This design comes from an exercise in tuning for small area on the open sky130 flow, not from production work. Function was checked by simulation only, so behaviour that the tests miss may differ from the original. No driver is modelled on the clock port, so clock power and skew are understated where the tree is cut down; a real chip needs a root buffer or a tree. Power is estimated from default activity; no workload was simulated.

==> inputs of build 28 <==
==> flow/design.v <==
`timescale 1ns / 1ps
module Passthrough(
	input wire CLK,
	input wire rst,  
	output wire TX,
	output wire C4,
	output wire C5,
	input wire C6,
	output wire C8,
	output wire LED1,
	output wire C15
);
localparam [1:0] P_WAIT = 2'd0, P_WAITF = 2'd1, P_SEND = 2'd2, P_RESP = 2'd3;
reg [1:0] ph;
reg [16:0] cnt;
reg [6:0] cc;      
reg [6:0] mc;      
reg u;             
reg [12:0] mrn;    
wire [8:0] tmr = cnt[8:0];
wire [3:0] bi = cnt[12:9];
wire [3:0] by = cnt[16:13];
wire [16:0] inc = cnt + 17'd1;
wire tovf = &tmr;
wire is_send = (ph == P_SEND);
wire is_gap = bi[3] & ~bi[1] & bi[0];    
wire is_stop = bi[3] & ~bi[0];           
wire [6:0] oldmax = u ? 7'd126 : mc;
wire cc_last = &cc[6:1];               
wire gt = cnt[12:0] > ~mrn;
reg [6:0] pre;
always @(*) begin
	case (by[2:0])
		3'd0: pre = 7'h48;  
		3'd1: pre = 7'h34;  
		3'd2: pre = 7'h72;  
		3'd3: pre = 7'h64;  
		3'd4: pre = 7'h63;  
		3'd5: pre = 7'h30;  
		3'd6: pre = 7'h72;  
		default: pre = 7'h33;  
	endcase
end
wire [7:0] bs_data = {1'b0, by[3] ? cc : pre};
wire [7:0] usb_data = {1'b0, mc};
wire bs_frame = (bi[3] & bi[1]) ? 1'b0 : (bi[3] ? 1'b1 : bs_data[bi[2:0]]);
wire [3:0] nbi = (is_gap & tovf) ? 4'd15 : inc[12:9];
wire [3:0] nby = inc[16:13];
wire usb_low = (~cc[6] & ~|cc[4:0]) & (((nbi == 4'd15) & (nby == 4'd15)) |
                                (~nbi[3] & (nby == 4'd0) & ~usb_data[nbi[2:0]]));
assign TX = ~(is_send & usb_low);
assign C4 = ~is_send | bs_frame;
assign C15 = ~is_send | is_gap;
assign C5 = (ph == P_RESP);
assign C8 = (ph != P_WAITF);
assign LED1 = u | mc[6] | mc[5];
always @(posedge CLK) begin
	if (rst) begin
		ph <= P_WAIT;
		cnt <= 17'd21071;
		cc <= 7'd32;
		mc <= 7'd0;
		u <= 1'b0;
		mrn <= 13'h1fff;
	end else begin
		cnt <= inc;
		case (ph)
			P_WAIT: begin
				if (&cnt) begin
					ph <= P_SEND;
					cnt <= {4'd15, 4'd9, 9'd509};
					cc <= cc_last ? 7'd32 : cc + 7'd1;
					if (cc_last)
						mrn <= 13'h1fff;
				end
			end
			P_WAITF: begin
				ph <= P_WAIT;
			end
			P_SEND: begin
				if (is_gap & (by == 4'd15) & ~tmr[1] & ~tmr[0]) begin
					ph <= P_RESP;
					cnt <= 17'd0;
				end else if (tovf) begin
					cnt[8:0] <= is_stop ? 9'd508 : 9'd233;
					if (is_gap)
						cnt[12:9] <= 4'd15;
				end
			end
			P_RESP: begin
				if (~C6) begin
					ph <= P_WAITF;
					cnt <= {4'd0, oldmax, 6'd0};
					if (gt)
						mrn <= ~cnt[12:0];
					mc <= (gt & ~cc_last) ? cc : oldmax;
					u <= gt & cc_last;
				end
			end
		endcase
	end
end
endmodule
==> flow/flow/run.sh <==
#!/bin/bash
# Own flow: the standard layout (standard.sh), with these changes for area:
# - synthesis maps the logic with area-oriented ABC runs (flow/abc_multi.tcl:
#   &deepsyn from several seeds, the smallest result kept) and without the
#   half/full adder cell step (ADDER_MAP_FILE empty); everything else in
#   synthesis (flip-flop mapping, flattening, renaming) is the standard
#   script's;
# - the port buffers are buf_1 cells;
# - clock tree synthesis builds a flat tree (flow/cts_single.tcl).
# Each tool's output is in orfs/logs/ and all of make's output in flow.log.
set -euo pipefail
here=$(pwd)
multi=$here/flow/abc_multi.tcl
# ORFS's synth.tcl with only the ABC call changed
sed "s#log_cmd abc {\*}\$abc_args#source $multi#" \
  "$FLOW_HOME/scripts/synth.tcl" > "$here/synth_area.tcl"
grep -q "source $multi" "$here/synth_area.tcl"
# The standard flow's synthesis script, sourcing the changed synth.tcl
sed "s#\$::env(SCRIPTS_DIR)/synth.tcl#$here/synth_area.tcl#" synth_recipe.tcl > "$here/synth_recipe_area.tcl"
grep -q "synth_area.tcl" "$here/synth_recipe_area.tcl"
bash standard.sh SYNTH_SCRIPT="$here/synth_recipe_area.tcl" ADDER_MAP_FILE= BUFFER_PORTS_ARGS="-inputs -outputs -buffer_cell sky130_fd_sc_hd__buf_1" PRE_CTS_TCL="$here/flow/cts_single.tcl" CLKROOT_CELL=sky130_fd_sc_hd__inv_2 CLKBUF_CELL=sky130_fd_sc_hd__inv_8 CLKBUF_N=3 finish > "$here/flow.log" 2>&1
==> flow/flow/abc_multi.tcl <==
# ABC with several random seeds of &deepsyn; keeps the smallest netlist.
# Sourced by synth_area.tcl (written by run.sh) in place of ORFS's single abc
# call; uses its
# abc_args and lib_args.
design -save my_pre_abc
set best_area 1e18
set best_seed -1
foreach seed {0 1 2 3 4 5 6 7} {
  design -load my_pre_abc
  set f [open "$::env(OBJECTS_DIR)/abc_area_$seed.script" w]
  puts $f "strash\n&get -n\n&deepsyn -T 60 -S $seed\n&dch -f\n&nf -a -p -R 1000\n&put"
  close $f
  log_cmd abc -script $::env(OBJECTS_DIR)/abc_area_$seed.script {*}[lrange $abc_args 2 end]
  opt_clean
  set st [tee -q -s result.string stat {*}$lib_args]
  if { ![regexp {Chip area for module[^:]*: ([0-9.]+)} $st -> area] } { error "no area from stat" }
  puts "abc seed $seed: area $area"
  if { $area < $best_area } {
    set best_area $area
    set best_seed $seed
    design -save my_best_abc
  }
}
design -load my_best_abc
puts "abc: kept seed $best_seed, area $best_area"
==> flow/flow/cts_single.tcl <==
rename clock_tree_synthesis _tritoncts_unused
proc clock_tree_synthesis {args} {
  set cell sky130_fd_sc_hd__clkbuf_8
  if { [info exists ::env(CLKBUF_CELL)] } { set cell $::env(CLKBUF_CELL) }
  set k 3
  if { [info exists ::env(CLKBUF_N)] } { set k $::env(CLKBUF_N) }
  set block [ord::get_db_block]
  set clk [$block findNet CLK]
  set src $clk
  set master [[ord::get_db] findMaster $cell]
  set sinks {}
  foreach it [$clk getITerms] {
    set bb [[$it getInst] getBBox]
    lappend sinks [list $it [expr {([$bb xMin] + [$bb xMax]) / 2.0}] [expr {([$bb yMin] + [$bb yMax]) / 2.0}]]
  }
  # k-means on the clock pins' positions, started from bands along x
  set sinks [lsort -real -index 1 $sinks]
  set n [llength $sinks]
  set cx {}
  set cy {}
  for {set c 0} {$c < $k} {incr c} {
    set s [lindex $sinks [expr {int(($c + 0.5) * $n / $k)}]]
    lappend cx [lindex $s 1]
    lappend cy [lindex $s 2]
  }
  for {set iter 0} {$iter < 30} {incr iter} {
    # greedy assignment by distance, at most ceil(n/k) pins per buffer
    set cap [expr {($n + $k - 1) / $k}]
    set pairs {}
    set i 0
    foreach s $sinks {
      for {set c 0} {$c < $k} {incr c} {
        lappend pairs [list $i $c [expr {abs([lindex $s 1] - [lindex $cx $c]) + abs([lindex $s 2] - [lindex $cy $c])}]]
      }
      incr i
    }
    set pairs [lsort -real -index 2 $pairs]
    set assign [lrepeat $n -1]
    set used [lrepeat $k 0]
    foreach p $pairs {
      lassign $p i c d
      if {[lindex $assign $i] < 0 && [lindex $used $c] < $cap} {
        lset assign $i $c
        lset used $c [expr {[lindex $used $c] + 1}]
      }
    }
    set nx {}
    set ny {}
    for {set c 0} {$c < $k} {incr c} {
      set sx 0.0; set sy 0.0; set m 0
      foreach s $sinks a $assign {
        if {$a == $c} { set sx [expr {$sx + [lindex $s 1]}]; set sy [expr {$sy + [lindex $s 2]}]; incr m }
      }
      if {$m > 0} { lappend nx [expr {$sx / $m}]; lappend ny [expr {$sy / $m}] } else { lappend nx [lindex $cx $c]; lappend ny [lindex $cy $c] }
    }
    set cx $nx
    set cy $ny
  }
  # with inverting leaf cells, one inverter between the port and the leaves
  # keeps the clock's polarity
  if { [info exists ::env(CLKROOT_CELL)] } {
    set root [odb::dbInst_create $block [[ord::get_db] findMaster $::env(CLKROOT_CELL)] clkbuf_root_CLK]
    set src [odb::dbNet_create $block clknet_root_CLK]
    $src setSigType CLOCK
    [$root findITerm A] connect $clk
    [$root findITerm Y] connect $src
    set rx 0.0; set ry 0.0
    for {set c 0} {$c < $k} {incr c} { set rx [expr {$rx + [lindex $cx $c]}]; set ry [expr {$ry + [lindex $cy $c]}] }
    $root setLocation [expr {int($rx / $k)}] [expr {int($ry / $k)}]
    $root setPlacementStatus PLACED
    puts "clock root: $::env(CLKROOT_CELL)"
  }
  for {set c 0} {$c < $k} {incr c} {
    set buf [odb::dbInst_create $block $master clkbuf_leaf_${c}_CLK]
    set net [odb::dbNet_create $block clknet_leaf_${c}_CLK]
    $net setSigType CLOCK
    set m 0
    foreach s $sinks a $assign {
      if {$a == $c} {
        set it [lindex $s 0]
        $it disconnect
        $it connect $net
        incr m
      }
    }
    [$buf findITerm A] connect $src
    set out [$buf findITerm X]
    if { $out == "NULL" || $out == "" } { set out [$buf findITerm Y] }
    $out connect $net
    $buf setLocation [expr {int([lindex $cx $c])}] [expr {int([lindex $cy $c])}]
    $buf setPlacementStatus PLACED
    puts "clock buffer $c: $cell driving $m clock pins"
  }
  set_propagated_clock [all_clocks]
}
==> flow/standard.sh <==
#!/bin/bash
# synth_recipe.tcl (not shown) runs the flow's synth.tcl, then flattens the netlist and writes it again
# the make line also repeats each setting of config.mk as NAME=value (left out here)
make -C /OpenROAD-flow-scripts/flow DESIGN_CONFIG=/design/flow/config.mk WORK_HOME=/design/flow/orfs CLKGATE_MAP_FILE= SYNTH_SCRIPT=/design/flow/synth_recipe.tcl "${@:-finish}"
==> flow/config.mk <==
export PLATFORM = sky130hd
export DESIGN_NAME = Passthrough
export DESIGN_NICKNAME = Passthrough
export VERILOG_FILES = /design/flow/design.v
export SDC_FILE = /design/flow/constraint.sdc
export NUM_CORES = 4
export LEC_CHECK = 0
export CAP_MARGIN = 0
export CORE_MARGIN = 2
export CORE_UTILIZATION = 70
export GPL_TIMING_DRIVEN = 0
export PLACE_DENSITY = 0.8
export SLEW_MARGIN = 0
==> flow/constraint.sdc <==
create_clock -name core_clock -period 10.0 [get_ports {CLK}]
set_input_delay 2.0000 -clock core_clock [delete_from_list [all_inputs] [get_ports {CLK}]]
set_output_delay 2.0000 -clock core_clock [all_outputs]
set_load 0.01 [all_outputs]
==> inputs of trial 48, as changes to build 28 <==
==> flow/design.v, changed modules only <==
module Passthrough(
	input wire CLK,
	input wire rst,  
	output wire TX,
	output wire C4,
	output wire C5,
	input wire C6,
	output wire C8,
	output wire LED1,
	output wire C15
);
localparam [1:0] P_WAIT = 2'd0, P_WAITF = 2'd1, P_SEND = 2'd2, P_RESP = 2'd3;
reg [1:0] ph;
reg [16:0] cnt;
reg [6:0] cc;      
reg [6:0] mc;      
reg u;             
reg [12:0] mrn;    
reg c4_q, c15_q;
wire [8:0] tmr = cnt[8:0];
wire [3:0] bi = cnt[12:9];
wire [3:0] by = cnt[16:13];
wire [16:0] inc = cnt + 17'd1;
wire tovf = &tmr;
wire is_send = (ph == P_SEND);
wire is_gap = (bi == 4'd9);
wire [6:0] oldmax = u ? 7'd126 : mc;
wire cc_last = (cc == 7'd126);
wire gt = cnt[12:0] > ~mrn;
reg [6:0] pre;
always @(*) begin
	case (by[2:0])
		3'd0: pre = 7'h48;  
		3'd1: pre = 7'h34;  
		3'd2: pre = 7'h72;  
		3'd3: pre = 7'h64;  
		3'd4: pre = 7'h63;  
		3'd5: pre = 7'h30;  
		3'd6: pre = 7'h72;  
		default: pre = 7'h33;  
	endcase
end
wire [7:0] bs_data = {1'b0, by[3] ? cc : pre};
wire [7:0] usb_data = {1'b0, mc};
wire bs_frame = (bi == 4'd15) ? 1'b0 : (bi[3] ? 1'b1 : bs_data[bi[2:0]]);
wire usb_low = (cc == 7'd32) & (((bi == 4'd15) & (by == 4'd15)) |
                                (~bi[3] & (by == 4'd0) & ~usb_data[bi[2:0]]));
assign TX = ~(is_send & usb_low);
assign C4 = c4_q;
assign C15 = c15_q;
assign C5 = (ph == P_RESP);
assign C8 = (ph != P_WAITF);
assign LED1 = u | mc[6] | mc[5];
always @(posedge CLK) begin
	if (rst) begin
		ph <= P_WAIT;
		cnt <= 17'd21071;
		cc <= 7'd32;
		mc <= 7'd0;
		u <= 1'b0;
		mrn <= 13'h1fff;
		c4_q <= 1'b1;
		c15_q <= 1'b1;
	end else begin
		c4_q <= ~is_send | bs_frame;
		c15_q <= ~is_send | is_gap;
		cnt <= inc;
		case (ph)
			P_WAIT: begin
				if (&cnt) begin
					ph <= P_SEND;
					cnt <= {4'd15, 4'd9, 9'd510};
					cc <= cc_last ? 7'd32 : cc + 7'd1;
					if (cc_last)
						mrn <= 13'h1fff;
				end
			end
			P_WAITF: begin
				ph <= P_WAIT;
			end
			P_SEND: begin
				if (is_gap & (by == 4'd15) & ~tmr[1] & tmr[0]) begin
					ph <= P_RESP;
					cnt <= 17'd0;
				end else if (tovf) begin
					cnt[8:0] <= (bi == 4'd8) ? 9'd508 : 9'd233;
					if (is_gap)
						cnt[12:9] <= 4'd15;
				end
			end
			P_RESP: begin
				if (~C6) begin
					ph <= P_WAITF;
					cnt <= {4'd0, oldmax, 6'd0};
					if (gt)
						mrn <= ~cnt[12:0];
					mc <= (gt & ~cc_last) ? cc : oldmax;
					u <= gt & cc_last;
				end
			end
		endcase
	end
end
endmodule
==> flow/flow/run.sh (replaced) <==
#!/bin/bash
# Own flow: the standard layout, except that synthesis maps the logic with
# an area-oriented ABC script (flow/abc_area.script). Everything else in
# synthesis (flip-flop mapping, flattening, renaming) is the standard script's.
set -euo pipefail
here=$(pwd)
script=$here/flow/abc_area.script
# ORFS's synth.tcl with only the ABC call changed
sed "s#log_cmd abc {\*}\$abc_args#log_cmd abc -script $script {*}[lrange \$abc_args 2 end]#" \
  "$FLOW_HOME/scripts/synth.tcl" > "$here/synth_area.tcl"
grep -q "abc -script $script" "$here/synth_area.tcl"
# The standard flow's synthesis script, sourcing the changed synth.tcl
sed "s#\$::env(SCRIPTS_DIR)/synth.tcl#$here/synth_area.tcl#" synth_recipe.tcl > "$here/synth_recipe_area.tcl"
grep -q "synth_area.tcl" "$here/synth_recipe_area.tcl"
bash standard.sh SYNTH_SCRIPT="$here/synth_recipe_area.tcl" ADDER_MAP_FILE= BUFFER_PORTS_ARGS="-inputs -outputs -buffer_cell sky130_fd_sc_hd__buf_1" PRE_CTS_TCL="$here/flow/cts_single.tcl" CLKBUF_CELL=sky130_fd_sc_hd__clkbuf_8 CLKBUF_N=3 finish > "$here/flow.log" 2>&1
==> flow/flow/abc_area.script (new file) <==
strash
&get -n
&deepsyn -T 60
&dch -f
&nf -a -p -R 1000
&put
--- a/flow/flow/cts_single.tcl
+++ b/flow/flow/cts_single.tcl
@@ -7,5 +7,4 @@
   set block [ord::get_db_block]
   set clk [$block findNet CLK]
-  set src $clk
   set master [[ord::get_db] findMaster $cell]
   set sinks {}
@@ -57,18 +56,4 @@
     set cy $ny
   }
-  # with inverting leaf cells, one inverter between the port and the leaves
-  # keeps the clock's polarity
-  if { [info exists ::env(CLKROOT_CELL)] } {
-    set root [odb::dbInst_create $block [[ord::get_db] findMaster $::env(CLKROOT_CELL)] clkbuf_root_CLK]
-    set src [odb::dbNet_create $block clknet_root_CLK]
-    $src setSigType CLOCK
-    [$root findITerm A] connect $clk
-    [$root findITerm Y] connect $src
-    set rx 0.0; set ry 0.0
-    for {set c 0} {$c < $k} {incr c} { set rx [expr {$rx + [lindex $cx $c]}]; set ry [expr {$ry + [lindex $cy $c]}] }
-    $root setLocation [expr {int($rx / $k)}] [expr {int($ry / $k)}]
-    $root setPlacementStatus PLACED
-    puts "clock root: $::env(CLKROOT_CELL)"
-  }
   for {set c 0} {$c < $k} {incr c} {
     set buf [odb::dbInst_create $block $master clkbuf_leaf_${c}_CLK]
@@ -84,8 +69,6 @@
       }
     }
-    [$buf findITerm A] connect $src
-    set out [$buf findITerm X]
-    if { $out == "NULL" || $out == "" } { set out [$buf findITerm Y] }
-    $out connect $net
+    [$buf findITerm A] connect $clk
+    [$buf findITerm X] connect $net
     $buf setLocation [expr {int([lindex $cx $c])}] [expr {int([lindex $cy $c])}]
     $buf setPlacementStatus PLACED
removed: flow/flow/abc_multi.tcl
==> impl_metrics.py <==
metrics = {
    "yosys": {
        "synth_cell_type_count": 36,
        "synth-simple-area-share_pct": 28.3,
        "muxShareOfSynthArea_pct": 2.56,
        "synth-compound-area-share_pct": 22.6,
    },
    "timing": {
        "worstMarginPinSlew_ps": 1090,
        "fmax_mhz": 196,
        "slew_headroom_pct": 26.8,
    },
    "layout": {
        "sh_seq_area_pct": 41.7,
        "syn_to_final_growth_pct": 5.07,
        "final_cell_mix": "nor2_1 (58), dfxtp_1 (47), a21oi_1 (31), nand2_1 (21), o21ai_0 (21)",
    },
    "worst_setup_path": {
        "cp.depth": 13,
        "crit_chain": "nand4_1 -> nor2b_1 -> nand3_1 -> nor2b_1 -> and2_0 -> nor2_1 -> o21ai_0 -> a21oi_1 -> a31oi_1 -> nor2_1 -> nor3_1 -> o21ai_0 -> buf_1",
        "worst_setup_path_end_kind": "output port",
    },
    "run_status": {
        "status": "timing/DRC/antenna clean",
    },
    "global_route": {
        "use_met3_pct": 2.62,
    },
    "route": {
        "first_pass_iters": 5,
    },
    "power": {
        "internal-power_uw": 211,
        "p_switching_uw": 87.0,
        "power_frac_comb_pct": 6.0,
    },
}
Source of the figures above: build 28

==> impl_metrics.py <==
metrics = {
    "run_status": {
        "status": "timing/DRC/antenna clean",
    },
    "yosys": {
        "muxShareOfSynthArea_pct": 0,
        "synth_cell_type_count": 40,
        "synth-compound-area-share_pct": 26.0,
        "synth-simple-area-share_pct": 26.3,
    },
    "worst_setup_path": {
        "crit_chain": "buf_1 -> nor2_1 -> o211ai_1 -> nor2_1 -> a22o_1",
        "worst_setup_path_end_kind": "flip-flop",
    },
    "timing": {
        "fmax_mhz": 239,
    },
    "route": {
        "first_pass_iters": 4,
    },
    "power": {
        "p_switching_uw": 64.3,
        "power_frac_comb_pct": 5.3,
    },
    "layout": {
        "final_cell_mix": "nor2_1 (57), dfxtp_1 (49), a21oi_1 (33), nor3_1 (22)",
        "syn_to_final_growth_pct": 5.14,
    },
}
Source of the figures above: trial 48

No run of this note takes its clock network from TritonCTS; it comes from the design's own scripts or RTL.

## port drivers added, routing unchanged
The flow's constraints put no driver on any port. The routed layouts listed below were extracted and timed again, unchanged, in two steps. Step 1, drivers: a clkbuf_16 drives CLK and a buf_2 each remaining input, both assumed. Step 2 moves the port delays by t, midway between the first and last clock arrival at a register: inputs arrive t later, outputs are due t later. That takes back most of the time a late clock gives input paths. Three values: ideal ports, drivers, drivers and shift; two values: the first two.
run | t, ns | setup slack, ns | worst data-port slew with drivers (ns)
build 28 | 0.263 | 4.896 / 4.867 / 5.129 | 0.03
trial 48 | 0.201 | 5.815 / 5.840 / 5.642 | 0.03
After both steps setup and hold are still met in every run listed. The setup slack of trial 48, which loses most, moves by +0.025 ns with the drivers and by -0.173 ns with both steps.
